Source: an optimization exercise on an open RTL-to-GDS flow (aim: small area). Production flows keep margins and buffers that such runs may drop. Where RTL was checked, it was by simulation tests only, not by an equivalence proof against the original. Power and IR drop assume default switching activity.

Setup of north:
// top
module top(
  input clk,
  input rst,
  input ftdi_rx,
  input trigger_in,
  input gpio_in1,
  input gpio_in2,
  output gpio_out,
  output ftdi_tx,
  output led0_g,
  output led0_r,
  output led0_b,
  output led2_g,
  output led2_r,
  output led2_b,
  output led_blink,
  output led5_debug,
  output led6_debug,
  output debug_io0_14_p30,
  output led_glitch_out,
  output wire glitch_out,
  output invert_glitch_out,
  output wire reset_out
    );
make LEC_CHECK=0 CAP_MARGIN=20 CORE_MARGIN=2 CORE_UTILIZATION=55 CTS_BUF_LIST='sky130_fd_sc_hd__clkbuf_4 sky130_fd_sc_hd__clkbuf_8' CTS_CLUSTER_DIAMETER=60 CTS_CLUSTER_SIZE=20 SLEW_MARGIN=20 finish   # period 10.0 ns
run.sh (not shown) runs the stock make flow with config.mk's settings and CLKGATE_MAP_FILE= SYNTH_SCRIPT=/design/flow/synth_recipe.tcl, a recipe that flattens the netlist after the stock synthesis.
north completed; timing, DRC and antenna clean
Input-level comparison between south and north:
- changing SLEW_MARGIN from 20 to 10
- changing CORE_UTILIZATION from 55 to 65
- changing CTS_CLUSTER_SIZE from 20 to 16
- changing CTS_CLUSTER_DIAMETER from 60 to 50
- changing CAP_MARGIN from 20 to 10
- changing CTS_BUF_LIST from sky130_fd_sc_hd__clkbuf_4 sky130_fd_sc_hd__clkbuf_8 to sky130_fd_sc_hd__clkbuf_8
### Flow results
Synthesis-to-finish area growth down 0.68 points in south wrt north
For the final period utilization, south came in 1.3 points higher than north did.
Compared with north, in south number of instances in the synthesized netlist shows no meaningful change; met2 usage shows an increase of 6.4 points.
The endpoint required time on the critical path reported for south is smaller than that of north by 20 ps.
Compared with north, south shows core region area lower by about 16%.
Of north and south, north shows the higher ratio of cells with drive above 1 in the final layout, with south below it.

* * *

== v2 ==
top, a different RTL version from the one above (not shown whole).
For scale: ~1600 cells after synthesis, ~470 flip-flops, ~19000 sq um of cells after synthesis.
Settings: LEC_CHECK=0, CAP_MARGIN=10, CORE_MARGIN=2, CORE_UTILIZATION=65, CTS_BUF_LIST=sky130_fd_sc_hd__clkbuf_4, CTS_CLUSTER_DIAMETER=30, CTS_CLUSTER_SIZE=8, SLEW_MARGIN=10; clock period 10.0 ns.
Per the final summary, v2 finished and its layout is clean on timing, DRC and antenna.
For v47, these inputs were changed with respect to v2:
--- a/flow/config.mk
+++ b/flow/config.mk
@@ -9,6 +9,6 @@
 export CORE_MARGIN = 2
-export CORE_UTILIZATION = 65
-export CTS_BUF_LIST = sky130_fd_sc_hd__clkbuf_4
-export CTS_CLUSTER_DIAMETER = 30
-export CTS_CLUSTER_SIZE = 8
+export CORE_UTILIZATION = 78
+export CTS_BUF_LIST = sky130_fd_sc_hd__clkbuf_8
+export CTS_CLUSTER_DIAMETER = 50
+export CTS_CLUSTER_SIZE = 16
 export SLEW_MARGIN = 10
Notes after the runs:
- For the final worst slack, v47 came in 300 ps lower than v2 did.
- Relative to v2, proportion of total power due to net switching has gone up in v47.
- Compared with v2, v47 ends up with less cell area.
- v47 vs. v2: net count of the mapped netlist stayed essentially flat, utilization after layout rose by 12 points, post-detailed-route via-to-cell ratio rose by 8.0%.
- The total number of vias on v2 is in line with that on v47.
- Looking at non-clock buffer count in the final layout, v47 sits 2.3% lower than v2 does.
- Diff v2 -> v47: count of H-tree levels built during CTS dropped 1; standard-cell row count dropped 6.
Edits applied to the flow inputs when going from v47 to v30:
--- a/flow/config.mk
+++ b/flow/config.mk
@@ -9,3 +9,3 @@
 export CORE_MARGIN = 2
-export CORE_UTILIZATION = 78
+export CORE_UTILIZATION = 86
 export CTS_BUF_LIST = sky130_fd_sc_hd__clkbuf_8
Findings:
- Global-route wire length before repair on v30 is behind v47.
- Row number of iterations in the first detailed-routing pass: v30 higher / v47 lower
- v47 → v30: clock buffer count from CTS decreased 1; remaining max-slew budget at the tightest pin moved down; synthesis-to-finish area growth lost 0.45 points.
- Relative to v47, the routed length on met3 measured on v30 has increased by more than half.
- The final reports for v30 and v47 show post-route fraction of the period consumed by the critical path higher in the former.
- v30 vs. v47: synthesized instance count did not really move; wire length the detailed router placed on met1 rose 350 microns; number of non-filler instances in the completed layout went down by 2.3%.
Inputs modified between v30 and v49:
--- a/flow/config.mk
+++ b/flow/config.mk
@@ -9,6 +9,6 @@
 export CORE_MARGIN = 2
-export CORE_UTILIZATION = 86
-export CTS_BUF_LIST = sky130_fd_sc_hd__clkbuf_8
-export CTS_CLUSTER_DIAMETER = 50
-export CTS_CLUSTER_SIZE = 16
+export CORE_UTILIZATION = 65
+export CTS_BUF_LIST = sky130_fd_sc_hd__clkbuf_16
+export CTS_CLUSTER_DIAMETER = 60
+export CTS_CLUSTER_SIZE = 30
 export SLEW_MARGIN = 10
Notes after the runs:
v49: all stages complete, timing, DRC and antenna checks passed
v49 reports a lower post-route core utilization than v30 does.
After detailed routing, v30 needs more wire than v49.
v30 → v49: upper clock frequency limit went up by about 3%, first-pass GRT wire length lower, non-clock buffer count now larger.
v30 was smaller in final cell area than v49.
Of v30 and v49, v49 shows the higher setup slack of the critical path after layout, with v30 below it.
Compared with v30, v49 shows a higher signed area change from the synthesized netlist to the final layout.
Sequential share of cell area in v49 is 1.7 points lower than in v30

* * *

top, a different RTL version from the one above (not shown whole).
Size in the first run: roughly 3600 cells after synthesis, roughly 510 flip-flops, ~22 I/O pins, about 0.028 mm^2 of cells after synthesis.
==> flow/config.mk <==
export PLATFORM = sky130hd
export DESIGN_NAME = top
export DESIGN_NICKNAME = top
export VERILOG_FILES = /design/flow/design.v
export SDC_FILE = /design/flow/constraint.sdc
export NUM_CORES = 4
export LEC_CHECK = 0
export CAP_MARGIN = 20
export CORE_MARGIN = 2
export CORE_UTILIZATION = 40
export SLEW_MARGIN = 20
==> flow/constraint.sdc <==
create_clock -name core_clock -period 10.0 [get_ports {clk}]
set_input_delay 2.0000 -clock core_clock [delete_from_list [all_inputs] [get_ports {clk}]]
set_output_delay 2.0000 -clock core_clock [all_outputs]
set_load 0.01 [all_outputs]
The baseline finished clean.
Edit:
Settings changed: ABC_AREA set to 1.
- global-route usage rose by 2.9 points
- area after synthesis rose by roughly a tenth
- design area rose by roughly a tenth
- clock power rose by a few percent
- power rose by a few percent
- via count rose by a quarter to a third
- core utilization rose by 0.15 points
- hold slack gets worse by 0.0033 ns
No functional check of the RTL was part of any run of this note.

* * *

top with an RTL version that a note above also has.
Size: about 1600 cells after synthesis, ~22 I/O pins, ~19000 um^2 of cells after synthesis.
==> flow/config.mk <==
export PLATFORM = sky130hd
export DESIGN_NAME = top
export DESIGN_NICKNAME = top
export VERILOG_FILES = /design/flow/design.v
export SDC_FILE = /design/flow/constraint.sdc
export NUM_CORES = 4
export LEC_CHECK = 0
export CAP_MARGIN = 10
export CORE_MARGIN = 2
export CORE_UTILIZATION = 78
export CTS_BUF_LIST = sky130_fd_sc_hd__clkbuf_4 sky130_fd_sc_hd__clkbuf_8
export CTS_CLUSTER_DIAMETER = 40
export CTS_CLUSTER_SIZE = 14
export SLEW_MARGIN = 10
==> flow/constraint.sdc <==
create_clock -name core_clock -period 10.0 [get_ports {clk}]
set_input_delay 2.0000 -clock core_clock [delete_from_list [all_inputs] [get_ports {clk}]]
set_output_delay 2.0000 -clock core_clock [all_outputs]
set_load 0.01 [all_outputs]
The first run passed the timing, design-rule and antenna checks.
Then changed:
--- a/flow/config.mk
+++ b/flow/config.mk
@@ -10,4 +10,4 @@
-export CORE_UTILIZATION = 78
-export CTS_BUF_LIST = sky130_fd_sc_hd__clkbuf_4 sky130_fd_sc_hd__clkbuf_8
-export CTS_CLUSTER_DIAMETER = 40
-export CTS_CLUSTER_SIZE = 14
+export CORE_UTILIZATION = 65
+export CTS_BUF_LIST = sky130_fd_sc_hd__clkbuf_8
+export CTS_CLUSTER_DIAMETER = 50
+export CTS_CLUSTER_SIZE = 16
Effect: Sequential power is about the same; sequential share of layout area went up by 0.50 points; first-iteration DRC count shrinks by a quarter to a third; final area goes down slightly; total power shrinks by a few percent; clock skew is lower by 0.0079 ns; synthesized cell count stays the same; via count decreases by a few percent.
Then changed:
--- a/flow/config.mk
+++ b/flow/config.mk
@@ -10 +10 @@
-export CORE_UTILIZATION = 65
+export CORE_UTILIZATION = 78
@@ -13,0 +14 @@
+export GPL_TIMING_DRIVEN = 0
=> Critical path depth decreases by 3; power hardly moves; via count climbs by 7.1%.
Then changed:
==> flow/flow/run.sh (new file) <==
#!/bin/bash
# The standard layout, except that synthesis maps the logic with the ABC
# script in flow/abc_map.script (an area-leaning mapping) in place of
# ORFS's abc_speed.script. Everything else, registers included, is as the
# standard synthesis makes it. Logs: synth.log and layout.log here, and
# ORFS's own logs under orfs/logs.
set -euo pipefail
WORK=$PWD
rm -rf "$WORK/alt_scripts"
cp -r "$FLOW_HOME/scripts" "$WORK/alt_scripts"
cp "$WORK/flow/abc_map.script" "$WORK/alt_scripts/abc_speed.script"
bash "$WORK/standard.sh" SCRIPTS_DIR="$WORK/alt_scripts" synth > "$WORK/synth.log" 2>&1
bash "$WORK/standard.sh" > "$WORK/layout.log" 2>&1
==> flow/flow/abc_map.script (new file) <==
strash
ifraig
scorr
dc2
dretime
strash
&get -n
&dch -f
&nf
&put
strash
&get -n
&dch -f
&nf
&put
==> flow/standard.sh (new file) <==
#!/bin/bash
# synth_recipe.tcl (not shown) runs the flow's synth.tcl, then flattens the netlist and writes it again
# the make line also repeats each setting of config.mk as NAME=value (left out here)
make -C /OpenROAD-flow-scripts/flow DESIGN_CONFIG=/design/flow/config.mk WORK_HOME=/design/flow/orfs CLKGATE_MAP_FILE= SYNTH_SCRIPT=/design/flow/synth_recipe.tcl "${@:-finish}"
--- a/flow/config.mk
+++ b/flow/config.mk
@@ -10 +10 @@
-export CORE_UTILIZATION = 78
+export CORE_UTILIZATION = 65
@@ -14 +13,0 @@
-export GPL_TIMING_DRIVEN = 0
removed: flow/run.sh
Clock power is higher by about 5%. Power went up by 0.91%. Area after synthesis is lower by 2.1%. Via count falls by about 6%. Routed wire length drops by about 8%.

==> what the ideal ports hide <==
The flow's constraints put no driver on any port. The routed layouts listed below were extracted and timed again, unchanged, in two steps.
Step 1 (the two cells are an assumption about what drives the block):
set clk [get_ports {clk}]
set_driving_cell -lib_cell sky130_fd_sc_hd__clkbuf_16 $clk
set_driving_cell -lib_cell sky130_fd_sc_hd__buf_2 [delete_from_list [all_inputs] $clk]
Step 2 also shifts input and output timing later by t, the mid clock arrival at the registers, as if the neighbouring blocks saw the same clock.
Slacks: ideal / step 1 / step 2; pairs: ideal / step 1.
run	shift t [ns]	setup WS [ns]	slew at the worst register clock pin (ns)	worst data-port slew with drivers (ns)	pins driven straight from the clock port
north	0.621	0.696 / 0.715 / 0.094	0.12 / 0.12	0.03	1
south	0.618	0.566 / 0.566 / 0.047	0.10 / 0.10	0.04	1
v2	0.751	0.831 / 0.853 / 0.102	0.10 / 0.10	0.03	1
v47	0.605	0.530 / 0.539 / -0.048	0.10 / 0.10	0.03	1
v30	0.620	0.348 / 0.373 / -0.247	0.11 / 0.11	0.04	1
v49	0.570	0.624 / 0.650 / 0.081	0.09 / 0.09	0.03	1
the first run of note 3	0.686	3.103 / 3.080 / 3.080	0.07 / 0.07	0.06	1
the second run of note 3	0.691	3.560 / 3.540 / 3.540	0.07 / 0.07	0.03	1
the first run of note 4	0.635	0.501 / 0.501 / -0.068	0.10 / 0.10	0.03	1
the second run of note 4	0.609	0.670 / 0.697 / 0.088	0.10 / 0.10	0.03	1
the third run of note 4	0.616	0.268 / 0.292 / -0.324	0.11 / 0.11	0.03	1
the fourth run of note 4	0.623	0.434 / 0.434 / 0.080	0.10 / 0.10	0.05	1
With both steps, setup timing fails in v47, v30, the first run of note 4 and the third run of note 4, where it was met with ideal ports. The setup slack of v2, which loses most, moves by +0.022 ns with the drivers and by -0.729 ns with both steps.
